Background: an optimization exercise with open tools, aiming at small area. Do not read the settings as production practice.
Only simulation tests tie the RTL to the original design; equivalence was not proved.

==> flow/design.v, too long to show whole: its modules and the start of the top module <==
// module sdf_delay: 13 lines
// module w8_tree: 198 lines
// module w8_prod: 11 lines
// module booth_prod: 421 lines
// module rca: 13 lines
// module sdf_bfly: 19 lines
// module w8_front: 12 lines
// module w8_back: 16 lines
// module w8_front2: 21 lines
// module w64_front: 10 lines
// module w64_back: 7 lines
// module tw64_rom: 31 lines
// module fft_ctrl: 23 lines
// module Top_FFT: 94 lines
module Top_FFT #(
    parameter   INTEGER_SIZE = 4,
                FRACT_SIZE = 14,
                NFFT = 64
) (
    input       wire                                             clk, rst,
    input       wire                                             start_FFT,
    input       wire    signed  [INTEGER_SIZE+FRACT_SIZE-1:0]    serial_in_r, serial_in_i,
    output      wire    signed  [INTEGER_SIZE+FRACT_SIZE-1:0]    serial_out_r, serial_out_i,
    output      wire                                             end_FFT, data_valid_FFT
);
  // ...
==> flow/run.sh <==
#!/bin/bash
# synth_recipe.tcl (not shown) runs the flow's synth.tcl, then flattens the netlist and writes it again
# the make line also repeats each setting of config.mk as NAME=value (left out here)
make -C /OpenROAD-flow-scripts/flow DESIGN_CONFIG=/design/flow/config.mk WORK_HOME=/design/flow/orfs CLKGATE_MAP_FILE= SYNTH_SCRIPT=/design/flow/synth_recipe.tcl finish
==> flow/config.mk <==
export PLATFORM = sky130hd
export DESIGN_NAME = Top_FFT
export DESIGN_NICKNAME = Top_FFT
export VERILOG_FILES = /design/flow/design.v
export SDC_FILE = /design/flow/constraint.sdc
export NUM_CORES = 4
export LEC_CHECK = 0
export ABC_AREA = 1
export CAP_MARGIN = 20
export CORE_MARGIN = 2
export CORE_UTILIZATION = 55
export CTS_BUF_LIST = sky130_fd_sc_hd__clkbuf_16
export CTS_CLUSTER_DIAMETER = 110
export CTS_CLUSTER_SIZE = 24
export PLACE_DENSITY = 0.7
export SLEW_MARGIN = 20
==> flow/constraint.sdc <==
create_clock -name core_clock -period 12.0 [get_ports {clk}]
set_input_delay 2.4000 -clock core_clock [delete_from_list [all_inputs] [get_ports {clk}]]
set_output_delay 2.4000 -clock core_clock [all_outputs]
set_load 0.01 [all_outputs]
==> impl_metrics.toml, run 1 <==
[critical_path]
critPathLaunchType = "register"
crit_end = "R3.sr[0][17]"
timing.rr.end = "R3.sr[0][17]"
cp.depth = 37
reg2reg_depth = 37

[final_layout]
fin_cells = 11900
comb.multi_input.count = 4795
clk_share = 0.0358
nFillCells = 15500
nNonClkBuffers = 228
areaGrowthSynthToFinish_pct = 7.09
multi_input_area_um2 = 42600

[placed_design]
place_congestion = 0.974

[detailed_routing]
via_per_inst = 5.17
drtIter0Drc = 4587
ant_nets = 0
wl_met3_mm = 16.6
first_pass_iters = 8
wl_per_cell_um = 21.1
finalWirelength_mm = 250

[synthesis]
yosysMostFrequentCell = "dfxtp_1"
synth_edf_count = 0
synth-xor-area-share = 0.0596
syn-cell-area_um2 = 105000
muxShareOfSynthArea = 0.000286

[status]
status = "no timing/DRC/antenna violations"

[timing]
fin_crit_ns = 11.64
drv_slew = 0

[floorplan]
initial_core_util = 0.553
n_tap_cell = 2511

[worst_hold_path]
whs_path_depth = 0

[global_routing]
grt_pass1_vias = 62900

[clock_network]
cts.clk_slew.worst_paths_ns = 0.10
==> module Top_FFT, before the edit <==
module Top_FFT #(
    parameter   INTEGER_SIZE = 4,
                FRACT_SIZE = 14,
                NFFT = 64
) (
    input       wire                                             clk, rst,
    input       wire                                             start_FFT,
    input       wire    signed  [INTEGER_SIZE+FRACT_SIZE-1:0]    serial_in_r, serial_in_i,
    output      wire    signed  [INTEGER_SIZE+FRACT_SIZE-1:0]    serial_out_r, serial_out_i,
    output      wire                                             end_FFT, data_valid_FFT
);
localparam W = INTEGER_SIZE + FRACT_SIZE;
wire       busy;
wire [7:0] cnt;
fft_ctrl CTRL (.clk(clk), .rst(rst), .start_FFT(start_FFT), .busy(busy), .cnt(cnt),
               .end_FFT(end_FFT), .data_valid(data_valid_FFT));
localparam LIN = 6;
localparam S1 = LIN - 1, S2 = S1 + 32 + 1, S3 = S2 + 16 + 3, S4 = S3 + 8 + 2, S5 = S4 + 4 + 1, S6 = S5 + 2 + 4;
wire [7:0] t1 = cnt - S1, t2 = cnt - S2, t3 = cnt - S3, t4 = cnt - S4, t5 = cnt - S5, t6 = cnt - S6;
wire [7:0] m1  = cnt - (S1 + 32);
wire [7:0] m2n = cnt - (S2 + 16), m2b = cnt - (S2 + 16 + 2);
wire [7:0] m3n = cnt - (S3 + 8);        
wire [7:0] m4  = cnt - (S4 + 4);
wire [7:0] m5n = cnt - (S5 + 2);
reg  [1:0] ad2f, ad5f;
always @(posedge clk) begin
    ad2f <= m2n[3] ? {m2n[4], m2n[5]} : 2'd0;
    ad5f <= m5n[0] ? {m5n[1], m5n[2]} : 2'd0;
end
wire ml = busy & (cnt >= 8'd68);           
wire [2*W-1:0] u1, y, a6, u6, u5, p5, dl5a, a5;
wire [2*W-1:0] dl6, o6, w5, o4, o5, dl5;
sdf_delay #(.W(2*W), .D(1)) R6  (.clk(clk), .din(ml ? o6  : {serial_in_r, serial_in_i}), .dout(y));
sdf_delay #(.W(2*W), .D(1)) DL6 (.clk(clk), .din(ml ? dl6 : y),    .dout(a6));
sdf_delay #(.W(2*W), .D(1)) R5  (.clk(clk), .din(ml ? w5  : a6),   .dout(u6));
sdf_delay #(.W(2*W), .D(1)) R4  (.clk(clk), .din(ml ? o4  : u6),   .dout(u5));
sdf_delay #(.W(2*W), .D(1)) P5  (.clk(clk), .din(ml ? o5  : u5),   .dout(p5));
sdf_delay #(.W(2*W), .D(1)) DL5 (.clk(clk), .din(ml ? dl5 : p5),   .dout(dl5a));
sdf_delay #(.W(2*W), .D(1)) DL5B (.clk(clk), .din(dl5a), .dout(a5));
assign u1 = dl5a;
wire [2*W-1:0] a1, dl1, o1;
sdf_delay #(.W(2*W), .D(32)) DL1 (.clk(clk), .din(dl1), .dout(a1));
sdf_bfly  #(.W(W)) BF1 (.sel(t1[5]), .tw(m1[4] & m1[5]),
    .a_r(a1[2*W-1:W]), .a_i(a1[W-1:0]), .u_r(u1[2*W-1:W]), .u_i(u1[W-1:0]),
    .dl_r(dl1[2*W-1:W]), .dl_i(dl1[W-1:0]), .o_r(o1[2*W-1:W]), .o_i(o1[W-1:0]));
wire [2*W-1:0] u2;
sdf_delay #(.W(2*W), .D(1)) R1 (.clk(clk), .din(o1), .dout(u2));
wire [2*W-1:0] a2, dl2, o2;
sdf_delay #(.W(2*W), .D(16)) DL2 (.clk(clk), .din(dl2), .dout(a2));
sdf_bfly  #(.W(W)) BF2 (.sel(t2[4]), .tw(1'b0),
    .a_r(a2[2*W-1:W]), .a_i(a2[W-1:0]), .u_r(u2[2*W-1:W]), .u_i(u2[W-1:0]),
    .dl_r(dl2[2*W-1:W]), .dl_i(dl2[W-1:0]), .o_r(o2[2*W-1:W]), .o_i(o2[W-1:0]));
wire [2*W-1:0] p2, w2, u3;
wire [37:0]    f2, q2;
sdf_delay #(.W(2*W), .D(1)) P2 (.clk(clk), .din(o2), .dout(p2));
w8_front TF2 (.addr(ad2f), .in_r(p2[2*W-1:W]), .in_i(p2[W-1:0]), .q(f2));
sdf_delay #(.W(38), .D(1)) Q2 (.clk(clk), .din(f2), .dout(q2));
w8_back  TB2 (.addr(m2b[3] ? {m2b[4], m2b[5]} : 2'd0), .q(q2), .out_r(w2[2*W-1:W]), .out_i(w2[W-1:0]));
sdf_delay #(.W(2*W), .D(1)) R2 (.clk(clk), .din(w2), .dout(u3));
wire [2*W-1:0] a3, dl3, o3;
sdf_delay #(.W(2*W), .D(8)) DL3 (.clk(clk), .din(dl3), .dout(a3));
sdf_bfly  #(.W(W)) BF3 (.sel(t3[3]), .tw(1'b0),
    .a_r(a3[2*W-1:W]), .a_i(a3[W-1:0]), .u_r(u3[2*W-1:W]), .u_i(u3[W-1:0]),
    .dl_r(dl3[2*W-1:W]), .dl_i(dl3[W-1:0]), .o_r(o3[2*W-1:W]), .o_i(o3[W-1:0]));
wire [2*W-1:0] p3, w3, u4;
wire [41:0]    cn3, c3;
wire [71:0]    f3;
sdf_delay #(.W(2*W), .D(1)) P3 (.clk(clk), .din(o3), .dout(p3));
tw64_rom ROM3 (.address(m3n[5:0]), .dr(cn3[41:21]), .di(cn3[20:0]));
sdf_delay #(.W(42), .D(1)) C3 (.clk(clk), .din(cn3), .dout(c3));
w64_front TF3 (.in_r(p3[2*W-1:W]), .in_i(p3[W-1:0]), .dr(c3[41:21]), .di(c3[20:0]), .q(f3));
w64_back  TB3 (.q(f3), .out_r(w3[2*W-1:W]), .out_i(w3[W-1:0]));
sdf_delay #(.W(2*W), .D(1)) R3 (.clk(clk), .din(w3), .dout(u4));
wire [2*W-1:0] a4, dl4;
sdf_delay #(.W(2*W), .D(4)) DL4 (.clk(clk), .din(dl4), .dout(a4));
sdf_bfly  #(.W(W)) BF4 (.sel(t4[2]), .tw(m4[1] & m4[2]),
    .a_r(a4[2*W-1:W]), .a_i(a4[W-1:0]), .u_r(u4[2*W-1:W]), .u_i(u4[W-1:0]),
    .dl_r(dl4[2*W-1:W]), .dl_i(dl4[W-1:0]), .o_r(o4[2*W-1:W]), .o_i(o4[W-1:0]));
sdf_bfly  #(.W(W)) BF5 (.sel(t5[1]), .tw(1'b0),
    .a_r(a5[2*W-1:W]), .a_i(a5[W-1:0]), .u_r(u5[2*W-1:W]), .u_i(u5[W-1:0]),
    .dl_r(dl5[2*W-1:W]), .dl_i(dl5[W-1:0]), .o_r(o5[2*W-1:W]), .o_i(o5[W-1:0]));
wire [38:0]    q51n, q51;
wire [39:0]    q52n, q52;
w8_front2 TF5 (.addr(ad5f), .in_r(p5[2*W-1:W]), .in_i(p5[W-1:0]),
               .q1(q51), .q1n(q51n), .q2n(q52n));
sdf_delay #(.W(39), .D(1)) Q51 (.clk(clk), .din(q51n), .dout(q51));
sdf_delay #(.W(40), .D(1)) Q52 (.clk(clk), .din(q52n), .dout(q52));
w8_back  TB5 (.addr(q52[1:0]), .q(q52[39:2]), .out_r(w5[2*W-1:W]), .out_i(w5[W-1:0]));
sdf_bfly  #(.W(W)) BF6 (.sel(t6[0]), .tw(1'b0),
    .a_r(a6[2*W-1:W]), .a_i(a6[W-1:0]), .u_r(u6[2*W-1:W]), .u_i(u6[W-1:0]),
    .dl_r(dl6[2*W-1:W]), .dl_i(dl6[W-1:0]), .o_r(o6[2*W-1:W]), .o_i(o6[W-1:0]));
assign serial_out_r = y[2*W-1:W];
assign serial_out_i = y[W-1:0];
endmodule
==> run 2: changes to the inputs <==
--- a/flow/design.v
+++ b/flow/design.v
@@ -833,6 +833,27 @@
 sdf_delay #(.W(2*W), .D(1)) DL5 (.clk(clk), .din(ml ? dl5 : p5),   .dout(dl5a));
-sdf_delay #(.W(2*W), .D(1)) DL5B (.clk(clk), .din(dl5a), .dout(a5));
 assign u1 = dl5a;
 wire [2*W-1:0] a1, dl1, o1;
-sdf_delay #(.W(2*W), .D(32)) DL1 (.clk(clk), .din(dl1), .dout(a1));
+reg  [2*W-1:0] dl1w [0:31];
+wire           ms4 = busy & (cnt >= 8'd73);
+wire           ms6 = busy & (cnt >= 8'd75);
+wire           ms7 = busy & (cnt >= 8'd76);
+wire [38:0]    q51n, q51;
+wire [39:0]    q52n, q52;
+reg  [2:0]     q51x;
+reg  [3:0]     q52x;
+integer k1;
+always @(posedge clk) begin
+    dl1w[0] <= dl1;
+    for (k1 = 1; k1 < 32; k1 = k1 + 1)
+        if (k1 != 4 && k1 != 6 && k1 != 7) dl1w[k1] <= dl1w[k1-1];
+    dl1w[4] <= ms4 ? dl5a        : dl1w[3];
+    dl1w[6] <= ms6 ? q51n[38:3]  : dl1w[5];
+    dl1w[7] <= ms7 ? q52n[39:4]  : dl1w[6];
+    q51x    <= q51n[2:0];
+    q52x    <= q52n[3:0];
+end
+assign a1  = dl1w[31];
+assign a5  = dl1w[4];
+assign q51 = {dl1w[6], q51x};
+assign q52 = {dl1w[7], q52x};
 sdf_bfly  #(.W(W)) BF1 (.sel(t1[5]), .tw(m1[4] & m1[5]),
@@ -876,8 +897,4 @@
     .dl_r(dl5[2*W-1:W]), .dl_i(dl5[W-1:0]), .o_r(o5[2*W-1:W]), .o_i(o5[W-1:0]));
-wire [38:0]    q51n, q51;
-wire [39:0]    q52n, q52;
 w8_front2 TF5 (.addr(ad5f), .in_r(p5[2*W-1:W]), .in_i(p5[W-1:0]),
                .q1(q51), .q1n(q51n), .q2n(q52n));
-sdf_delay #(.W(39), .D(1)) Q51 (.clk(clk), .din(q51n), .dout(q51));
-sdf_delay #(.W(40), .D(1)) Q52 (.clk(clk), .din(q52n), .dout(q52));
 w8_back  TB5 (.addr(q52[1:0]), .q(q52[39:2]), .out_r(w5[2*W-1:W]), .out_i(w5[W-1:0]));
==> flow/config.mk (replaced) <==
export PLATFORM = sky130hd
export DESIGN_NAME = Top_FFT
export DESIGN_NICKNAME = Top_FFT
export VERILOG_FILES = /design/flow/design.v
export SDC_FILE = /design/flow/constraint.sdc
export NUM_CORES = 4
export LEC_CHECK = 0
export ABC_AREA = 1
export CAP_MARGIN = 5
export CORE_MARGIN = 2
export CORE_UTILIZATION = 65
export CTS_BUF_LIST = sky130_fd_sc_hd__clkbuf_16
export CTS_CLUSTER_DIAMETER = 120
export CTS_CLUSTER_SIZE = 22
export PLACE_DENSITY = 0.8
export SLEW_MARGIN = 5
==> run 2 against run 1 <==
  * Worst hold slack improved by 0.011 ns
  * Clock skew decreased by 0.011 ns
  * Clock-buffer cell count increased by 3
  * Cell area decreased by 1.8%
  * Worst setup slack got worse by 0.037 ns
  * Global-route usage increased by 6.1 points
  * Flip-flop and latch count decreased by 108
  * Non-clock buffer count decreased by 20
==> impl_metrics.toml, run 2 <==
[critical_path]
worstSetupPathType = "register to register"
required_ns = 12.64
critPathBufInv = 7
path_delay_family = "adder cells"
crit-reg2reg-launch = "q51x[0]"
worstSetupEndpointType = "register"
reg2reg_depth = 36
timing.rr.end = "dl1w[6][33]"
crit_arrival_ns = 12.31
cp_common_cell = "fa_1"
critPathMaxFanout = 14
critPathMaxStageDelay_ns = 0.62
critPathLaunchType = "register"
rrSetupSlack_ns = 0.32
crit_slowest_cell = "and2_1"

[timing]
fin_setup_tns_ns = 0
finalSetupViolCount = 0
drv_slew = 0
finalCritPeriodShare = 0.973
rsz0062_at_grt = "false"
hold_viol_final = 0
fmax_ghz = 0.0856
tightest_slew_ns = 1.07
finalClockSkew_ns = 0.0542
maxSlewHeadroom = 0.282
fin_crit_ns = 11.68

[placed_design]
dpl.hpwl_mm = 185
io_buffers = 76
dp_cells = 11300
place_congestion = 0.986

[clock_network]
numCtsBuffers = 140
post_cts_buffers = 0
cts.clk_slew.worst_paths_ns = 0.09
hold_buffers = 0
htree_levels = 4
clock_sinks = 2656
cts_tree = "built"
root_buffer = "clkbuf_16"
clk_path_buf_depth = 3
worstSkewPairLatency_ns = 0.82
cts_resized = 0

[floorplan]
core_um2 = 159000
dieArea_um2 = 163000
initial_core_util = 0.655
rows = 146
fp.dieW_um = 404
die_h_um = 404
ios = 77

[synthesis]
syn_nets = 10700
syn_avg_cell_area_um2 = 11.0
synth-seq-area-share = 0.512
synth_cell_types = 58
yosysMostFrequentCell = "dfxtp_1"
synth_area_leaders = "dfxtp_1, fa_1, xor2_1"
syn-cell-area_um2 = 104000
synth-warning-count = 16
netlist.area_leader.share = 0.510
synth_edf_count = 0
ys_seq_elements = 2656
synthArstFlopShare = 0.00339
ys.flop_type = "dfxtp_1"
synthTopCellsByCount = "dfxtp_1, inv_1, nand2_1"
synth_largest_area_cell = "dfxtp_1"
synth_cells = 9450

[detailed_routing]
finalWirelength_mm = 258
drc = 0
drtIter0Drc = 6764
ant_nets = 0
wl_per_cell_um = 22.5
vias = 63700
first_pass_iters = 6
via_per_inst = 5.55

[worst_hold_path]
min_to = "DL4.sr[3][9]"
hold_path_class = "register to register"
hold_start = "DL4.sr[2][9]"
whs_path_depth = 0

[global_routing]
grt_max_degree = 106
grt_usage = 0.322
grt_pass1_wl_mm = 395
antenna_found_initial = 29
grt_pass1_vias = 66600
globalRouteOverflowTotal = 0

[final_layout]
layout_common_cells = "dfxtp_1, inv_1, nand2_1, fa_1, xor2_1"
regMostFlops = "dl1w"
fin_util = 0.696
largest_reg_flops = 1152
fin_cells = 11500
areaGrowthSynthToFinish_pct = 6.23
drive_gt1_frac = 0.0438
fin_nets = 10600
reg_top3 = "dl1w: 1152 flops, DL2.sr: 576 flops, DL3.sr: 288 flops"
final_common_cell = "dfxtp_1"

[flow_run]
cap_violations = 0

[status]
status = "no timing/DRC/antenna violations"
[run 2: metrics by stage]
| step | hold WS (ns) | instance area (um^2) | setup WS (ns) |
|---|---|---|---|
| 2_1_floorplan | 0.310 | 104000 | 1.45 |
| 4_1_cts | 0.286 | 110000 | 0.564 |
| 3_3_place_gp | 0.310 | 106000 | 0.608 |
| 6_report | 0.294 | 110000 | 0.322 |
| 3_5_place_dp | 0.312 | 106000 | 0.462 |
| 5_1_grt | 0.315 | 110000 | 0.118 |
[run 2: worst max-delay path by stage]
stage / startpoint / end / slack [ns] / depth (start not counted)
final: q51x[0] / dl1w[6][33] / 0.32 / 36
after global placement: C3.sr[0][37] / R3.sr[0][34] / 0.61 / 35
after floorplan: C3.sr[0][2] / R3.sr[0][35] / 1.45 / 32
after detailed placement: C3.sr[0][37] / R3.sr[0][35] / 0.46 / 30
after global routing: C3.sr[0][37] / R3.sr[0][34] / 0.12 / 30
after CTS: C3.sr[0][37] / R3.sr[0][34] / 0.56 / 30
[run 2: logic make-up (layout without fill, tap and decap cells)]
group / Yosys count / in the layout / synth area share
multiplexers: 22 / 22 / 0.00235
other: 0 / 9 / 0
flip-flops: 2656 / 2656 / 0.512
AO/OA/AOI/OAI: 1376 / 1376 / 0.0748
buffers and inverters: 1873 / 1813 / 0.0696
XOR/XNOR: 710 / 710 / 0.0602
adder cells (fa/ha/maj): 1212 / 1212 / 0.221
AND/OR/NAND/NOR: 1601 / 1601 / 0.0602
[run 2: worst reg2reg max path, delay by kind of cell, from the launching register on]
kind            cells  cell delay [ns]
compound gates      1             0.49
simple gates        3             0.77
buf+inv             7             0.88
fa+ha+maj          25             9.06
flops               1             0.32
[run 2: routing by layer]
metal  routed length, um  track usage
met4               10500        0.118
met1              103000        0.431
met3               26000       0.0868
met2              118000        0.505
met5                 154            0
[run 2: cell type report]
cell class,instances,area [um^2]
multi-input cells,4921,43400
diodes,9,22.5
fillers,11000,48200
clock buffers,141,3530
repair buffers,208,1760
inverters,1443,5420
well taps,2072,2590
flip-flops and latches,2656,53200
clock inverters,21,329
==> run 3: changes to the inputs <==
--- a/flow/config.mk
+++ b/flow/config.mk
@@ -8,3 +8,3 @@
 export ABC_AREA = 1
-export CAP_MARGIN = 5
+export CAP_MARGIN = 20
 export CORE_MARGIN = 2
@@ -15,2 +15,2 @@
 export PLACE_DENSITY = 0.8
-export SLEW_MARGIN = 5
+export SLEW_MARGIN = 20
==> run 3 against run 2 <==
  * Flip-flop and latch count unchanged
  * Die area unchanged
  * Cell area grew 0.14%
  * Global-route usage is essentially flat
  * Clock skew is 0.0041 ns lower
  * Wire length shrank 0.12%
==> impl_metrics.toml, run 3 <==
[status]
status = "no timing/DRC/antenna violations"

[synthesis]
synthArstFlopShare = 0.00339
ys.flop_type = "dfxtp_1"
synthSimpleGateAreaFrac = 0.0602
synth_area_leaders = "dfxtp_1, fa_1, xor2_1"
synth_cells = 9450
syn_nets = 10700
synth-xor-area-share = 0.0602
synth_largest_area_cell = "dfxtp_1"
synth_compound_area_frac = 0.0748
ys_seq_elements = 2656
syn_avg_cell_area_um2 = 11.0
muxShareOfSynthArea = 0.00235
synth-seq-area-share = 0.512
synth_edf_count = 0
syn-cell-area_um2 = 104000
synth_cell_types = 58
synth-warning-count = 16
synthTopCellsByCount = "dfxtp_1, inv_1, nand2_1"
yosysMostFrequentCell = "dfxtp_1"
synth_top_family_by_area = "adder cells"
synthAdderAreaFrac = 0.221
netlist.area_leader.share = 0.510

[floorplan]
rows = 146
dieArea_um2 = 163000
initial_core_util = 0.655
core_um2 = 159000
ios = 77
fp.dieW_um = 404
die_h_um = 404

[detailed_routing]
via_per_inst = 5.56
first_pass_iters = 7
drc = 0
ant_nets = 0
drtIter0Drc = 6869
wl_per_cell_um = 22.4
vias = 63800
finalWirelength_mm = 257

[final_layout]
regMostFlops = "dl1w"
drive_gt1_frac = 0.0443
final_common_cell = "dfxtp_1"
largest_reg_flops = 1152
areaGrowthSynthToFinish_pct = 6.37
fin_util = 0.697
nFillCells = 10900
fin_cells = 11500
layout_common_cells = "dfxtp_1, inv_1, nand2_1, fa_1, xor2_1"
fin_nets = 10600
reg_top3 = "dl1w: 1152 flops, DL2.sr: 576 flops, DL3.sr: 288 flops"

[critical_path]
crit_slowest_cell = "a21boi_0"
critPathBufInv = 3
cp_common_cell = "fa_1"
path_delay_family = "adder cells"
crit_arrival_ns = 12.18
critPathMaxFanout = 11
required_ns = 12.74
worstSetupEndpointType = "register"
critPathMaxStageDelay_ns = 0.58
worstSetupPathType = "register to register"
critPathLaunchType = "register"

[timing]
hold_viol_final = 0
finalClockSkew_ns = 0.0500
tightest_slew_ns = 1.05
drv_slew = 0
fin_crit_ns = 11.45
fin_setup_tns_ns = 0
fmax_ghz = 0.0874
finalCritPeriodShare = 0.954
rsz0062_at_grt = "false"
finalSetupViolCount = 0
maxSlewHeadroom = 0.303

[global_routing]
antenna_found_initial = 25
grt_usage = 0.321
grt_pass1_wl_mm = 394
grt_pass1_vias = 66800
globalRouteOverflowTotal = 0
grt_max_degree = 106

[clock_network]
worstSkewPairLatency_ns = 0.83
cts.clk_slew.worst_paths_ns = 0.10
root_buffer = "clkbuf_16"
post_cts_buffers = 0
clk_path_buf_depth = 3
cts_resized = 0
clock_sinks = 2656
htree_levels = 4
numCtsBuffers = 141
cts_tree = "built"
hold_buffers = 0

[placed_design]
dpl.hpwl_mm = 185
io_buffers = 76
place_congestion = 0.986
dp_cells = 11300

[worst_hold_path]
hold_path_class = "register to register"

[flow_run]
cap_violations = 0
==> run 3: cells by family (layout without fill, tap and decap cells) <==
group | after synthesis | after routing
flip-flops | 2656 | 2656
buffers and inverters | 1873 | 1818
AND/OR/NAND/NOR | 1601 | 1601
AO/OA/AOI/OAI | 1376 | 1376
adder cells (fa/ha/maj) | 1212 | 1212
XOR/XNOR | 710 | 710
multiplexers | 22 | 22
other | 0 | 7
==> run 3: area by class of cell <==
type | instances | area [um^2] | area share
inverter | 1443 | 5420 | 0.0491
sequential | 2656 | 53200 | 0.482
multi-input combinational | 4921 | 43400 | 0.393
timing repair buffer | 208 | 1780 | 0.0162
clock buffer | 142 | 3550 | 0.0322
antenna | 7 | 17.5 | 0.000159
clock inverter | 25 | 442 | 0.00400
tap | 2072 | 2590 | 0.0235
==> run 3: through the flow <==
stage	setup slack, ns	area [um^2]	hold slack, ns
6_report	0.553	110000	0.291
5_1_grt	0.174	110000	0.305
4_1_cts	0.548	110000	0.296
3_5_place_dp	0.461	106000	0.312
3_3_place_gp	0.608	106000	0.310
2_1_floorplan	1.45	104000	0.310
==> run 3: worst paths after layout <==
| kind | from | endpoint | slack (ns) | cells past startpoint |
|---|---|---|---|---|
| worst max-delay path | C3.sr[0][37] | R3.sr[0][34] | 0.55 | 30 |
| worst min-delay path | DL2.sr[11][17] | DL2.sr[12][17] | 0.29 | 0 |
| worst max register to register | C3.sr[0][37] | R3.sr[0][34] | 0.55 | 30 |
| worst min register to register | DL2.sr[11][17] | DL2.sr[12][17] | 0.29 | 0 |
| max in group asynchronous | rst | CTRL.cnt[0] | 9.76 | 1 |
| min in group asynchronous | rst | CTRL.busy | 1.88 | 1 |
==> run 3: layer usage <==
layer	global-route usage	vias up	part of all wire
met5	0	-	0.00041
met1	0.425	31300	0.40
met3	0.0908	694	0.10
li1	-	28700	-
met4	0.135	10	0.045
met2	0.499	3031	0.45
==> run 4: changes to the inputs <==
--- a/flow/design.v
+++ b/flow/design.v
@@ -824,17 +824,24 @@
 end
-wire ml = busy & (cnt >= 8'd68);           
-wire [2*W-1:0] u1, y, a6, u6, u5, p5, dl5a, a5;
-wire [2*W-1:0] dl6, o6, w5, o4, o5, dl5;
-sdf_delay #(.W(2*W), .D(1)) R6  (.clk(clk), .din(ml ? o6  : {serial_in_r, serial_in_i}), .dout(y));
-sdf_delay #(.W(2*W), .D(1)) DL6 (.clk(clk), .din(ml ? dl6 : y),    .dout(a6));
-sdf_delay #(.W(2*W), .D(1)) R5  (.clk(clk), .din(ml ? w5  : a6),   .dout(u6));
-sdf_delay #(.W(2*W), .D(1)) R4  (.clk(clk), .din(ml ? o4  : u6),   .dout(u5));
-sdf_delay #(.W(2*W), .D(1)) P5  (.clk(clk), .din(ml ? o5  : u5),   .dout(p5));
-sdf_delay #(.W(2*W), .D(1)) DL5 (.clk(clk), .din(ml ? dl5 : p5),   .dout(dl5a));
-assign u1 = dl5a;
+wire [2*W-1:0] x_in = {serial_in_r, serial_in_i};
+wire [2*W-1:0] u1, p3, u4, a4, u5, a5, p5, u6, a6, y;
+wire [2*W-1:0] o3, w3, dl4, o4, dl5, o5, w5, dl6, o6;
+wire           mP3 = busy & (cnt >= 8'd65);
+wire           mR3 = busy & (cnt >= 8'd66);
+wire           mD4 = busy & (cnt >= 8'd67);
+reg  [2*W-1:0] p3r, r3r;
+reg  [2*W-1:0] dl4w [0:3];
+always @(posedge clk) begin
+    p3r     <= mP3 ? o3  : x_in;
+    r3r     <= mR3 ? w3  : p3r;
+    dl4w[0] <= mD4 ? dl4 : r3r;
+    dl4w[1] <= dl4w[0];
+    dl4w[2] <= dl4w[1];
+    dl4w[3] <= dl4w[2];
+end
+assign p3 = p3r;
+assign u4 = r3r;
+assign a4 = dl4w[3];
+assign u1 = dl4w[3];
 wire [2*W-1:0] a1, dl1, o1;
 reg  [2*W-1:0] dl1w [0:31];
-wire           ms4 = busy & (cnt >= 8'd73);
-wire           ms6 = busy & (cnt >= 8'd75);
-wire           ms7 = busy & (cnt >= 8'd76);
 wire [38:0]    q51n, q51;
@@ -843,2 +850,10 @@
 reg  [3:0]     q52x;
+wire           mk1 = busy & (cnt >= 8'd70);
+wire           mk2 = busy & (cnt >= 8'd71);
+wire           mk4 = busy & (cnt >= 8'd73);
+wire           mk5 = busy & (cnt >= 8'd74);
+wire           mk6 = busy & (cnt >= 8'd75);
+wire           mk7 = busy & (cnt >= 8'd76);
+wire           mk8 = busy & (cnt >= 8'd77);
+wire           mk9 = busy & (cnt >= 8'd78);
 integer k1;
@@ -846,7 +861,13 @@
     dl1w[0] <= dl1;
-    for (k1 = 1; k1 < 32; k1 = k1 + 1)
-        if (k1 != 4 && k1 != 6 && k1 != 7) dl1w[k1] <= dl1w[k1-1];
-    dl1w[4] <= ms4 ? dl5a        : dl1w[3];
-    dl1w[6] <= ms6 ? q51n[38:3]  : dl1w[5];
-    dl1w[7] <= ms7 ? q52n[39:4]  : dl1w[6];
+    dl1w[1] <= mk1 ? o4         : dl1w[0];      
+    dl1w[2] <= mk2 ? dl5        : dl1w[1];      
+    dl1w[3] <= dl1w[2];                         
+    dl1w[4] <= mk4 ? o5         : dl1w[3];      
+    dl1w[5] <= mk5 ? q51n[38:3] : dl1w[4];      
+    dl1w[6] <= mk6 ? q52n[39:4] : dl1w[5];      
+    dl1w[7] <= mk7 ? w5         : dl1w[6];      
+    dl1w[8] <= mk8 ? dl6        : dl1w[7];      
+    dl1w[9] <= mk9 ? o6         : dl1w[8];      
+    for (k1 = 10; k1 < 32; k1 = k1 + 1)
+        dl1w[k1] <= dl1w[k1-1];
     q51x    <= q51n[2:0];
@@ -855,5 +876,10 @@
 assign a1  = dl1w[31];
-assign a5  = dl1w[4];
-assign q51 = {dl1w[6], q51x};
-assign q52 = {dl1w[7], q52x};
+assign u5  = dl1w[1];
+assign a5  = dl1w[3];
+assign p5  = dl1w[4];
+assign q51 = {dl1w[5], q51x};
+assign q52 = {dl1w[6], q52x};
+assign u6  = dl1w[7];
+assign a6  = dl1w[8];
+assign y   = dl1w[9];
 sdf_bfly  #(.W(W)) BF1 (.sel(t1[5]), .tw(m1[4] & m1[5]),
@@ -875,3 +901,3 @@
 sdf_delay #(.W(2*W), .D(1)) R2 (.clk(clk), .din(w2), .dout(u3));
-wire [2*W-1:0] a3, dl3, o3;
+wire [2*W-1:0] a3, dl3;
 sdf_delay #(.W(2*W), .D(8)) DL3 (.clk(clk), .din(dl3), .dout(a3));
@@ -880,6 +906,4 @@
     .dl_r(dl3[2*W-1:W]), .dl_i(dl3[W-1:0]), .o_r(o3[2*W-1:W]), .o_i(o3[W-1:0]));
-wire [2*W-1:0] p3, w3, u4;
 wire [41:0]    cn3, c3;
 wire [71:0]    f3;
-sdf_delay #(.W(2*W), .D(1)) P3 (.clk(clk), .din(o3), .dout(p3));
 tw64_rom ROM3 (.address(m3n[5:0]), .dr(cn3[41:21]), .di(cn3[20:0]));
@@ -888,5 +912,2 @@
 w64_back  TB3 (.q(f3), .out_r(w3[2*W-1:W]), .out_i(w3[W-1:0]));
-sdf_delay #(.W(2*W), .D(1)) R3 (.clk(clk), .din(w3), .dout(u4));
-wire [2*W-1:0] a4, dl4;
-sdf_delay #(.W(2*W), .D(4)) DL4 (.clk(clk), .din(dl4), .dout(a4));
 sdf_bfly  #(.W(W)) BF4 (.sel(t4[2]), .tw(m4[1] & m4[2]),
==> run 4 against run 3 <==
  * Critical path type unchanged
  * Die area down 4.3%
  * Critical endpoint is now r3r[17]
  * First-iteration DRC count shrank 4.8%
==> impl_metrics.toml, run 4 <==
[status]
status = "no timing/DRC/antenna violations"

[critical_path]
critPathMaxFanout = 13
reg2reg_depth = 33
crit_arrival_ns = 11.99
critPathMaxStageDelay_ns = 0.52
critPathLaunchType = "register"
required_ns = 12.62
worstSetupEndpointType = "register"
rrSetupSlack_ns = 0.63
worstSetupPathType = "register to register"
cp_common_cell = "fa_1"
crit_slowest_cell = "fa_1"

[final_layout]
multi_input_area_um2 = 43200
seq_area_um2 = 48900
areaGrowthSynthToFinish_pct = 6.17
nFillCells = 10700
layout_common_cells = "dfxtp_1, inv_1, nand2_1, fa_1, o21ai_0"
reg_top3 = "dl1w: 1152 flops, DL2.sr: 576 flops, DL3.sr: 288 flops"
drive_gt1_frac = 0.0469
regMostFlops = "dl1w"
final_common_cell = "dfxtp_1"
largest_reg_flops = 1152
fin_nets = 10400
final_area_um2 = 106000

[timing]
rsz0062_at_grt = "false"
drv_slew = 0
finalClockSkew_ns = 0.0687
hold_viol_final = 0
finalCritPeriodShare = 0.948
tightest_slew_ns = 1.26
fin_setup_tns_ns = 0
fin_crit_ns = 11.37
maxSlewHeadroom = 0.157
finalSetupViolCount = 0
fmax_ghz = 0.0879

[clock_network]
clock_sinks = 2440
post_cts_buffers = 0
htree_levels = 3
root_buffer = "clkbuf_16"
hold_buffers = 0
numCtsBuffers = 121
clk_path_buf_depth = 3
cts.clk_slew.worst_paths_ns = 0.11
cts_tree = "built"
cts_resized = 0
worstSkewPairLatency_ns = 0.80

[synthesis]
synth_cells = 9152
synth-warning-count = 15
syn_avg_cell_area_um2 = 10.9
ys.flop_type = "dfxtp_1"
synth_cell_types = 59
synth-seq-area-share = 0.492
synth_area_leaders = "dfxtp_1, fa_1, xor2_1"
netlist.area_leader.share = 0.490
syn_nets = 10400
syn-cell-area_um2 = 99400
synth_largest_area_cell = "dfxtp_1"
ys_seq_elements = 2440
synthTopCellsByCount = "dfxtp_1, inv_1, nand2_1"
synth_edf_count = 0
yosysMostFrequentCell = "dfxtp_1"
synthArstFlopShare = 0.00369

[floorplan]
initial_core_util = 0.654
dieArea_um2 = 156000
ios = 77
die_h_um = 395
fp.dieW_um = 395
core_um2 = 152000
rows = 143

[global_routing]
grt_usage = 0.308
grt_pass1_wl_mm = 368
antenna_found_initial = 11
grt_max_degree = 72
globalRouteOverflowTotal = 0
grt_pass1_vias = 64000

[placed_design]
placed_area_um2 = 102000
dpl.hpwl_mm = 174
place_congestion = 1.02
io_buffers = 76

[detailed_routing]
via_per_inst = 5.52
drtIter0Drc = 6539
vias = 61600
wl_per_cell_um = 21.3
drc = 0
ant_nets = 0
finalWirelength_mm = 238
first_pass_iters = 10

[worst_hold_path]
whs_path_depth = 0
hold_path_class = "register to register"

[flow_run]
cap_violations = 0
-- run 4: layer usage --
layer  GRT usage  wire length, um  vias up
met5           0               55        -
met4       0.114            10300        8
met2       0.490           109000     2981
met1       0.409            94300    30100
met3      0.0770            23500      630
li1            -                -    27800
-- run 4: cell families (layout without fill, tap and decap cells) --
| group | after synthesis | count (layout) | synth area share |
|---|---|---|---|
| compound gates | 1415 | 1415 | 0.0798 |
| xor+xnor | 712 | 712 | 0.0627 |
| fa+ha+maj | 1215 | 1215 | 0.231 |
| buf+inv | 1914 | 1871 | 0.0742 |
| flops | 2440 | 2440 | 0.492 |
| mux | 41 | 41 | 0.00507 |
| other cells | 0 | 3 | 0 |
| simple gates | 1415 | 1415 | 0.0555 |
-- run 4: cell type report --
type / instances / area share
sequential: 2440 / 0.463
timing repair buffer: 242 / 0.0193
antenna: 3 / 0.0000711
multi-input combinational: 4798 / 0.409
inverter: 1495 / 0.0532
tap: 2030 / 0.0241
clock buffer: 122 / 0.0289
clock inverter: 12 / 0.00167
-- run 4: path summary, 6_finish.rpt --
kind | from | to
setup / recovery | C3.sr[0][36] | r3r[17]
setup reg to reg | C3.sr[0][36] | r3r[17]
max in group asynchronous | rst | CTRL.cnt[0]
hold / removal | DL3.sr[3][35] | DL3.sr[4][35]
min in group asynchronous | rst | CTRL.cnt[2]
hold reg to reg | DL3.sr[3][35] | DL3.sr[4][35]
-- run 4: critical path: cells and delay by family (launching register included) --
family | cells | cell delay (ns)
adders and majority gates | 22 | 9.29
buffers and inverters | 4 | 0.54
AOI/OAI and AO/OA | 3 | 0.50
DFF | 1 | 0.41
xor gates and xnor gates | 2 | 0.30
and+or+nand+nor | 2 | 0.17
-- run 4: stage by stage --
step | util | hold WS [ns] | std cells | setup slack [ns]
4_1_cts | 0.694 | 0.275 | 11100 | 0.689
3_5_place_dp | 0.673 | 0.312 | 11000 | 0.758
6_report | 0.695 | 0.274 | 11100 | 0.626
2_1_floorplan | - | 0.310 | 9152 | 1.48
3_3_place_gp | 0.673 | 0.310 | 11000 | 0.859
5_1_grt | 0.695 | 0.286 | 11100 | 0.183
==> run 5: changes to the inputs <==
==> flow/flow/run.sh (new file) <==
#!/bin/bash
# Standard layout, with one netlist step between synthesis and floorplan:
# flow/polarity.py re-polarises full adders (a full adder is self-dual) to
# drop inverters around them. Registers and everything else stay as the
# standard synthesis made them. Each step logs to a file of its own here.
set -euo pipefail
WORK=$(pwd)
R=$WORK/orfs/results/$FLOW_PLATFORM/Top_FFT/base
bash standard.sh synth > $WORK/1_standard_synth.log 2>&1
cp $R/1_2_yosys.v $WORK/1_2_yosys.standard.v
python3 $WORK/flow/polarity.py $WORK/1_2_yosys.standard.v $R/1_2_yosys.v > $WORK/2_polarity.log 2>&1
rm -f $R/1_synth.odb $R/1_synth.sdc
bash standard.sh finish > $WORK/3_standard_finish.log 2>&1
==> flow/flow/polarity.py (new file) <==
#!/usr/bin/env python3
"""Inverter reduction on a flat yosys gate netlist (sky130hd).

A full adder is self-dual: FA(~a, ~b, ~c) = (~sum, ~cout).  Flipping an adder
(complementing its three inputs and two outputs) keeps the function; it pays
when its inputs come from inverters or its outputs feed inverters.  This
greedily flips adders while that lowers the inverter count, then removes
inverters left without loads and collapses inverter pairs.
Usage: polarity.py in.v out.v
"""
import re, sys, collections

INV = re.compile(r'^sky130_fd_sc_hd__(clk)?inv_\d+$')
FA = re.compile(r'^sky130_fd_sc_hd__fa_\d+$')
OUTPINS = {'X', 'Y', 'Q', 'Q_N', 'SUM', 'COUT', 'HI', 'LO'}

def parse(path):
    txt = open(path).read()
    m = re.search(r'\bmodule\s+(\S+)\s*\(', txt)
    head_end = txt.index(';', m.end()) + 1
    body = txt[head_end:txt.rindex('endmodule')]
    items = []  # ('raw', text) or ('cell', [type, name, [(pin, net)]])
    pos = 0
    cell_re = re.compile(r'\s*(sky130_fd_sc_hd__\w+)\s+(\S+)\s*\((.*?)\);', re.S)
    stmt_re = re.compile(r'\s*(.*?;)', re.S)
    while True:
        while pos < len(body) and body[pos].isspace():
            pos += 1
        if pos >= len(body):
            break
        mc = cell_re.match(body, pos)
        if mc:
            conns = [(p, n.strip()) for p, n in re.findall(r'\.(\w+)\(([^()]*)\)', mc.group(3))]
            items.append(['cell', mc.group(1), mc.group(2), conns])
            pos = mc.end()
        else:
            ms = stmt_re.match(body, pos)
            items.append(['raw', ms.group(1)])
            pos = ms.end()
    return txt[:head_end], items, txt[txt.rindex('endmodule'):]

def main(inp, outp):
    head, items, tail = parse(inp)
    outputs = set()
    port_nets = set()
    for it in items:
        if it[0] == 'raw':
            mm = re.match(r'(output|input|inout)\s+(\[[^\]]*\]\s*)?(\S+)\s*;', it[1])
            if mm:
                port_nets.add(mm.group(3))
    cells = [it for it in items if it[0] == 'cell']
    # nets referenced by assign statements are treated as fixed (never rewired)
    fixed = set()
    for it in items:
        if it[0] == 'raw' and it[1].startswith('assign'):
            for tok in re.findall(r'(\\\S+|[A-Za-z_][\w$]*(?:\s*\[\d+\])?)', it[1][6:]):
                fixed.add(tok.replace(' ', ''))
    def base(n):
        return re.sub(r'\s*\[\d+(:\d+)?\]$', '', n)
    nid = [0]
    def newnet():
        nid[0] += 1
        return '_pol%d_' % nid[0]
    newwires = []
    # connectivity
    drv = {}
    loads = collections.defaultdict(set)
    cid = {}
    for i, c in enumerate(cells):
        cid[i] = c
    def rebuild():
        drv.clear(); loads.clear()
        for i, c in cid.items():
            for k, (p, n) in enumerate(c[3]):
                if p in OUTPINS:
                    drv[n] = (i, p)
                else:
                    loads[n].add((i, k))
    rebuild()
    def is_inv(i):
        return INV.match(cid[i][1]) is not None
    def pin(i, p):
        for q, n in cid[i][3]:
            if q == p: return n
    def setpin(i, k, n):
        old = cid[i][3][k][1]
        loads[old].discard((i, k))
        cid[i][3][k] = (cid[i][3][k][0], n)
        loads[n].add((i, k))
    def protected(n):
        return n in fixed or base(n) in port_nets or n in port_nets or n.startswith("1'") or n == ''
    next_cell = [0]
    def add_inv(a):
        y = newnet(); newwires.append(y)
        next_cell[0] += 1
        i = max(cid) + 1
        cid[i] = ['cell', 'sky130_fd_sc_hd__inv_1', '_polinv%d_' % next_cell[0], [('A', a), ('Y', y)]]
        drv[y] = (i, 'Y'); loads[a].add((i, 0))
        return y
    def remove_cell(i):
        for k, (p, n) in enumerate(cid[i][3]):
            if p in OUTPINS:
                if drv.get(n) == (i, p): del drv[n]
            else:
                loads[n].discard((i, k))
        del cid[i]
    def inv_of(n):
        """a net carrying ~n, if one exists without new cells"""
        d = drv.get(n)
        if d and is_inv(d[0]):
            return pin(d[0], 'A')
        for (j, k) in loads[n]:
            if j in cid and is_inv(j):
                return pin(j, 'Y')
        return None
    def cleanup(nets):
        # remove inverters whose outputs have no loads
        changed = True
        while changed:
            changed = False
            for n in list(nets):
                d = drv.get(n)
                if d and d[0] in cid and is_inv(d[0]) and not loads[n] and not protected(n):
                    a = pin(d[0], 'A')
                    remove_cell(d[0]); changed = True
                    nets.add(a)
    def count_inv():
        return sum(1 for i in cid if is_inv(i))
    def flip(i):
        """complement inputs and outputs of adder i"""
        c = cid[i]
        touched = set()
        for k, (p, n) in enumerate(list(c[3])):
            if p in ('A', 'B', 'CIN'):
                if n.startswith("1'"):
                    nn = "1'h1" if n in ("1'h0", "1'b0") else "1'h0"
                else:
                    nn = inv_of(n)
                    if nn is None:
                        nn = add_inv(n)
                setpin(i, k, nn); touched.add(n)
        for k, (p, n) in enumerate(list(c[3])):
            if p in ('SUM', 'COUT'):
                if protected(n):
                    # keep the net: drive it through a new inverter from the new output
                    o = newnet(); newwires.append(o)
                    del drv[n]
                    cid[i][3][k] = (p, o); drv[o] = (i, p)
                    y = add_inv(o)
                    j = drv[y][0]
                    del drv[y]
                    cid[j][3][1] = ('Y', n); drv[n] = (j, 'Y')
                    continue
                o = newnet(); newwires.append(o)
                del drv[n]
                cid[i][3][k] = (p, o); drv[o] = (i, p)
                inv_loads = [(j, kk) for (j, kk) in list(loads[n]) if is_inv(j)]
                other = [(j, kk) for (j, kk) in list(loads[n]) if not is_inv(j)]
                for (j, kk) in inv_loads:
                    z = pin(j, 'Y')
                    if protected(z):
                        # z must stay driven: let it be driven by a buffer-free path: keep inverter, feed it ~o? -> needs o: keep as is via inverter of o
                        continue
                    for (jj, k2) in list(loads[z]):
                        setpin(jj, k2, o)
                    remove_cell(j)
                rem = [(j, kk) for (j, kk) in list(loads[n]) if j in cid]
                if rem:
                    # loads that need the old polarity: drive net n from an inverter of o
                    next_cell[0] += 1
                    j = max(cid) + 1
                    cid[j] = ['cell', 'sky130_fd_sc_hd__inv_1', '_polinv%d_' % next_cell[0], [('A', o), ('Y', n)]]
                    drv[n] = (j, 'Y'); loads[o].add((j, 0))
                touched.add(n)
        cleanup(touched)
    fas = [i for i in cid if FA.match(cid[i][1])]
    def delta(i):
        d = 0
        c = cid[i]
        seen = set()
        for p, n in c[3]:
            if p in ('A', 'B', 'CIN'):
                if n.startswith("1'") or n in seen:
                    continue
                seen.add(n)
                dd = drv.get(n)
                if dd and dd[0] in cid and is_inv(dd[0]):
                    y = n
                    nl = sum(1 for (j, k) in loads[y] if j != i)
                    if nl == 0 and not protected(y):
                        d -= 1
                elif inv_of(n) is None:
                    d += 1
        for p, n in c[3]:
            if p in ('SUM', 'COUT'):
                if protected(n):
                    d += 1
                    continue
                other = False
                for (j, k) in loads[n]:
                    if is_inv(j) and not protected(pin(j, 'Y')):
                        d -= 1
                    else:
                        other = True
                if other:
                    d += 1
        return d
    best = count_inv()
    print('inverters before', best, 'adders', len(fas))
    for rnd in range(10):
        nflip = 0
        for i in fas:
            if i in cid and delta(i) < 0:
                b = count_inv()
                flip(i)
                nflip += 1
        print('round', rnd, 'flips', nflip, 'inverters', count_inv())
        if nflip == 0:
            break
    # write
    out = [head]
    for w in newwires:
        out.append('  wire %s;' % w)
    for it in items:
        if it[0] == 'raw':
            out.append('  ' + it[1])
    for i in sorted(cid):
        c = cid[i]
        out.append('  %s %s (%s);' % (c[1], c[2], ', '.join('.%s(%s)' % (p, n + ' ' if n.startswith('\\') else n) for p, n in c[3])))
    out.append(tail)
    open(outp, 'w').write('\n'.join(out))

if __name__ == '__main__':
    main(sys.argv[1], sys.argv[2])
==> flow/standard.sh (new file) <==
#!/bin/bash
# synth_recipe.tcl (not shown) runs the flow's synth.tcl, then flattens the netlist and writes it again
# the make line also repeats each setting of config.mk as NAME=value (left out here)
make -C /OpenROAD-flow-scripts/flow DESIGN_CONFIG=/design/flow/config.mk WORK_HOME=/design/flow/orfs CLKGATE_MAP_FILE= SYNTH_SCRIPT=/design/flow/synth_recipe.tcl "${@:-finish}"
removed: flow/run.sh
==> run 5 against run 4 <==
  * Still clean on timing, DRC and antenna
  * Wire length rose by 0.41%
  * Via count decreased by 3.0%
  * Sequential share of layout area up 0.61 points
  * Critical endpoint unchanged
  * Highest routed layer unchanged
==> impl_metrics.toml, run 5 <==
[final_layout]
fin_nets = 9880
drive_gt1_frac = 0.0512
regMostFlops = "dl1w"
areaGrowthSynthToFinish_pct = 6.72
largest_reg_flops = 1152
seq_area_um2 = 48900
multi_input_area_um2 = 43200
reg_top3 = "dl1w: 1152 flops, DL2.sr: 576 flops, DL3.sr: 288 flops"
nFillCells = 10300
final_common_cell = "dfxtp_1"
layout_common_cells = "dfxtp_1, nand2_1, fa_1, inv_1, o21ai_0"
fin_util = 0.697

[floorplan]
die_h_um = 391
ios = 77
fp.dieW_um = 391
core_um2 = 149000
initial_core_util = 0.653
dieArea_um2 = 153000
rows = 142

[timing]
drv_slew = 0
fin_crit_ns = 11.64
fmax_ghz = 0.0859
rsz0062_at_grt = "false"
fin_setup_tns_ns = 0
tightest_slew_ns = 1.05
finalSetupViolCount = 0
maxSlewHeadroom = 0.293
hold_viol_final = 0
finalCritPeriodShare = 0.970
finalWorstSetupSlack_ns = 0.357
finalClockSkew_ns = 0.0473

[detailed_routing]
drc = 0
ant_nets = 0
via_per_inst = 5.60
finalWirelength_mm = 238
drtIter0Drc = 5920
wl_per_cell_um = 22.4
first_pass_iters = 9
vias = 59700

[synthesis]
syn_nets = 9927
synth-warning-count = 15
syn-cell-area_um2 = 97600
syn_avg_cell_area_um2 = 11.2
synth_cells = 8675

[critical_path]
reg2reg_depth = 30
critPathMaxFanout = 12
worstSetupPathType = "register to register"
crit_slowest_cell = "fa_1"
cp_common_cell = "fa_1"
critPathLaunchType = "register"
worstSetupEndpointType = "register"
cp.depth = 30
crit_arrival_ns = 12.32
path_delay_family = "adder cells"
critPathBufInv = 2
required_ns = 12.68
critPathMaxStageDelay_ns = 0.53

[clock_network]
hold_buffers = 0
htree_levels = 4
numCtsBuffers = 130
clk_path_buf_depth = 3
cts.clk_slew.worst_paths_ns = 0.10
cts_tree = "built"
root_buffer = "clkbuf_16"
clock_sinks = 2440
worstSkewPairLatency_ns = 0.83

[global_routing]
grt_pass1_wl_mm = 367
globalRouteOverflowTotal = 0
antenna_found_initial = 14
grt_pass1_vias = 63000
grt_usage = 0.318
grt_max_degree = 72

[status]
status = "no timing/DRC/antenna violations"

[worst_hold_path]
hold_path_class = "register to register"
whs_path_depth = 0

[placed_design]
dpl.hpwl_mm = 172
place_congestion = 1.00
place_ws_ns = 0.406
io_buffers = 76

[flow_run]
cap_violations = 0
## run 5: final cells by class
type,count,area share
sequential,2440,0.469
antenna,1,0.0000240
clock inverter,21,0.00418
inverter,1018,0.0368
timing repair buffer,240,0.0194
tap,2016,0.0242
clock buffer,130,0.0312
multi-input combinational,4798,0.415
## run 5: final timing paths
kind / from / slack, ns / end
max: C3.sr[0][37] / 0.36 / r3r[17]
min: dl1w[30][25] / 0.29 / dl1w[31][25]
max reg2reg: C3.sr[0][37] / 0.36 / r3r[17]
min reg2reg: dl1w[30][25] / 0.29 / dl1w[31][25]
max in group asynchronous: rst / 9.75 / CTRL.cnt[0]
min in group asynchronous: rst / 1.91 / CTRL.cnt[5]
## run 5: timing repair
action,in CTS,in global routing
resized for setup,0,1
hold endpoints to repair,0,0
setup buffers,0,0
setup endpoints to repair,0,1
## run 5: through the flow
step	std cells	hold WS, ns	area, um^2
final	10700	0.293	104000
after floorplan	8675	0.310	97600
after CTS	10700	0.290	104000
after detailed placement	10500	0.312	100000
after global routing	10700	0.298	104000
after global placement	10500	0.310	100000
## run 5: layer usage
metal	global-route usage	share of wire	vias up
met1	0.409	0.39	29400
met2	0.505	0.46	2747
met5	0	0.00039	-
met4	0.143	0.049	16
li1	-	-	26900
met3	0.0875	0.096	696
==> run 6: changes to the inputs <==
--- a/flow/design.v
+++ b/flow/design.v
@@ -888,3 +888,5 @@
 wire [2*W-1:0] u2;
-sdf_delay #(.W(2*W), .D(1)) R1 (.clk(clk), .din(o1), .dout(u2));
+wire [2*W-1:0] u2n;
+sdf_delay #(.W(2*W), .D(1)) R1 (.clk(clk), .din(~o1), .dout(u2n));
+assign u2 = ~u2n;
 wire [2*W-1:0] a2, dl2, o2;
@@ -900,3 +902,5 @@
 w8_back  TB2 (.addr(m2b[3] ? {m2b[4], m2b[5]} : 2'd0), .q(q2), .out_r(w2[2*W-1:W]), .out_i(w2[W-1:0]));
-sdf_delay #(.W(2*W), .D(1)) R2 (.clk(clk), .din(w2), .dout(u3));
+wire [2*W-1:0] u3n;
+sdf_delay #(.W(2*W), .D(1)) R2 (.clk(clk), .din(~w2), .dout(u3n));
+assign u3 = ~u3n;
 wire [2*W-1:0] a3, dl3;
==> run 6 against run 5 <==
  * Still clean
  * Flip-flop and latch count unchanged
  * Synthesized cell count down 1.3%
  * Cell area fell by 0.54%
  * Global-route usage fell by 0.34 points
  * Clock skew shrank 0.0052 ns
  * Via count is 0.13% higher
  * Worst setup slack improved by 0.11 ns
  * First-iteration DRC count fell by 6.2%
==> impl_metrics.toml, run 6 <==
[clock_network]
numCtsBuffers = 131
clock_sinks = 2440
hold_buffers = 0
root_buffer = "clkbuf_16"
cts.clk_slew.worst_paths_ns = 0.09
post_cts_buffers = 0
worstSkewPairLatency_ns = 0.80
htree_levels = 4
clk_path_buf_depth = 3
cts_tree = "built"
cts_resized = 0

[final_layout]
reg_top3 = "dl1w: 1152 flops, DL2.sr: 576 flops, DL3.sr: 288 flops"
areaGrowthSynthToFinish_pct = 6.68
fin_nets = 9777
drive_gt1_frac = 0.0525
final_common_cell = "dfxtp_1"
fin_util = 0.700
regMostFlops = "dl1w"
largest_reg_flops = 1152
fin_cells = 10500
layout_common_cells = "dfxtp_1, fa_1, nand2_1, inv_1, o21ai_0"
final_area_um2 = 104000

[floorplan]
fp.dieW_um = 390
initial_core_util = 0.656
ios = 77
core_um2 = 148000
dieArea_um2 = 152000
rows = 141
die_h_um = 390

[critical_path]
crit_arrival_ns = 12.24
required_ns = 12.70
critPathMaxStageDelay_ns = 0.53
crit_slowest_cell = "fa_1"
worstSetupEndpointType = "register"
cp_common_cell = "fa_1"
worstSetupPathType = "register to register"
critPathMaxFanout = 15
critPathLaunchType = "register"

[synthesis]
synth-warning-count = 15
synth_cells = 8563
syn_avg_cell_area_um2 = 11.3
syn-cell-area_um2 = 97100
syn_nets = 9815

[detailed_routing]
drc = 0
via_per_inst = 5.70
wl_per_cell_um = 22.5
first_pass_iters = 7
drtIter0Drc = 5551
vias = 59800
finalWirelength_mm = 236
ant_nets = 0

[global_routing]
grt_util_met1 = 0.406
grt_pass1_wl_mm = 364
grt.busiest_layer = "met2"
grt_usage = 0.315
grt_max_degree = 73
grt_util_met2 = 0.502
grt_pass1_vias = 62600
antenna_found_initial = 18
grtUsageMet3 = 0.0881
globalRouteOverflowTotal = 0

[placed_design]
place_congestion = 1.03
placed_area_um2 = 99800
dpl.hpwl_mm = 171
place_ws_ns = 0.421
dp_cells = 10300
io_buffers = 76

[worst_hold_path]
hold_path_class = "register to register"

[timing]
finalSetupViolCount = 0
tightest_slew_ns = 1.16
drv_slew = 0
fin_setup_tns_ns = 0
fin_crit_ns = 11.54
finalWorstSetupSlack_ns = 0.464
finalClockSkew_ns = 0.0420
finalCritPeriodShare = 0.961
fmax_ghz = 0.0867
timing.hold.ws_ns = 0.303
hold_viol_final = 0
rsz0062_at_grt = "false"
maxSlewHeadroom = 0.224

[status]
status = "no timing/DRC/antenna violations"

[flow_run]
cap_violations = 0
-- run 6: cell types whose count changed in the layout (fill, tap and decap cells not counted), sizes merged, moves of 9 or more --
cell,delta
o21ai,-21
nor2,+38
a21oi,+35
inv,-125
nand3,+9
nand2,-30
-- run 6: path summary, 6_finish.rpt --
path | start | slack, ns | cells after the start | end
min in group asynchronous | rst | 1.89 | 1 | CTRL.busy
setup reg to reg | C3.sr[0][16] | 0.46 | 31 | r3r[35]
hold / removal | DL2.sr[8][13] | 0.30 | 0 | DL2.sr[9][13]
max in group asynchronous | rst | 9.77 | 1 | CTRL.cnt[1]
hold reg to reg | DL2.sr[8][13] | 0.30 | 0 | DL2.sr[9][13]
setup / recovery | C3.sr[0][16] | 0.46 | 31 | r3r[35]
-- run 6: final cells by class --
cell class                      count  area [um^2]
Clock buffer                      135         3380
Antenna cell                        9         22.5
Fill cell                       10100        44400
Sequential cell                  2440        48900
Inverter                          894         3360
Clock inverter                     18          304
Timing Repair Buffer              249         2090
Multi-Input combinational cell   4809        43100
Tap cell                         1930         2410
-- run 6: metal layers --
layer	routed length (um)	up-vias
met2	110000	2799
met3	23100	672
met4	11300	16
met5	98	-
met1	91400	29600
li1	-	26700
-- run 6: worst max-delay path: cells and delay by family (launching register included) --
family,cells,cell delay [ns]
adders and majority gates,22,9.25
DFF,1,0.43
xor gates and xnor gates,2,0.38
buffers and inverters,3,0.69
AOI/OAI and AO/OA,4,0.67

[separate check: timing with driven ports]
The flow's constraints put no driver on any port. The routed layouts listed below were extracted and timed again, unchanged, in two steps.
Step 1, drivers: a clkbuf_16 drives clk and a buf_2 each remaining input, both assumed.
Step 2 adds t to the input delays and takes it off the output delays; t is the mean of the earliest and latest rising clock arrival at the registers after step 1. Input paths then give back, and output paths get back, about the clock's delay inside the block.
Slacks: ideal ports / drivers / drivers and shift; pairs: ideal ports / drivers.
run | t, ns | setup WS [ns] | worst setup path after step 2 | latest minus earliest clock arrival (ns) | worst slew at a driven data input, ns
run 1 | 0.899 | 0.360 / 0.360 / 0.360 | register to register | 0.066 / 0.065 | 0.19
run 2 | 0.879 | 0.322 / 0.322 / 0.322 | register to register | 0.055 / 0.055 | 0.06
run 3 | 0.895 | 0.553 / 0.553 / 0.553 | register to register | 0.051 / 0.051 | 0.06
run 4 | 0.833 | 0.626 / 0.626 / 0.626 | register to register | 0.070 / 0.070 | 0.05
run 5 | 0.885 | 0.357 / 0.357 / 0.357 | register to register | 0.051 / 0.051 | 0.04
run 6 | 0.867 | 0.464 / 0.464 / 0.464 | register to register | 0.044 / 0.043 | 0.05
After both steps setup and hold are still met in every run listed.
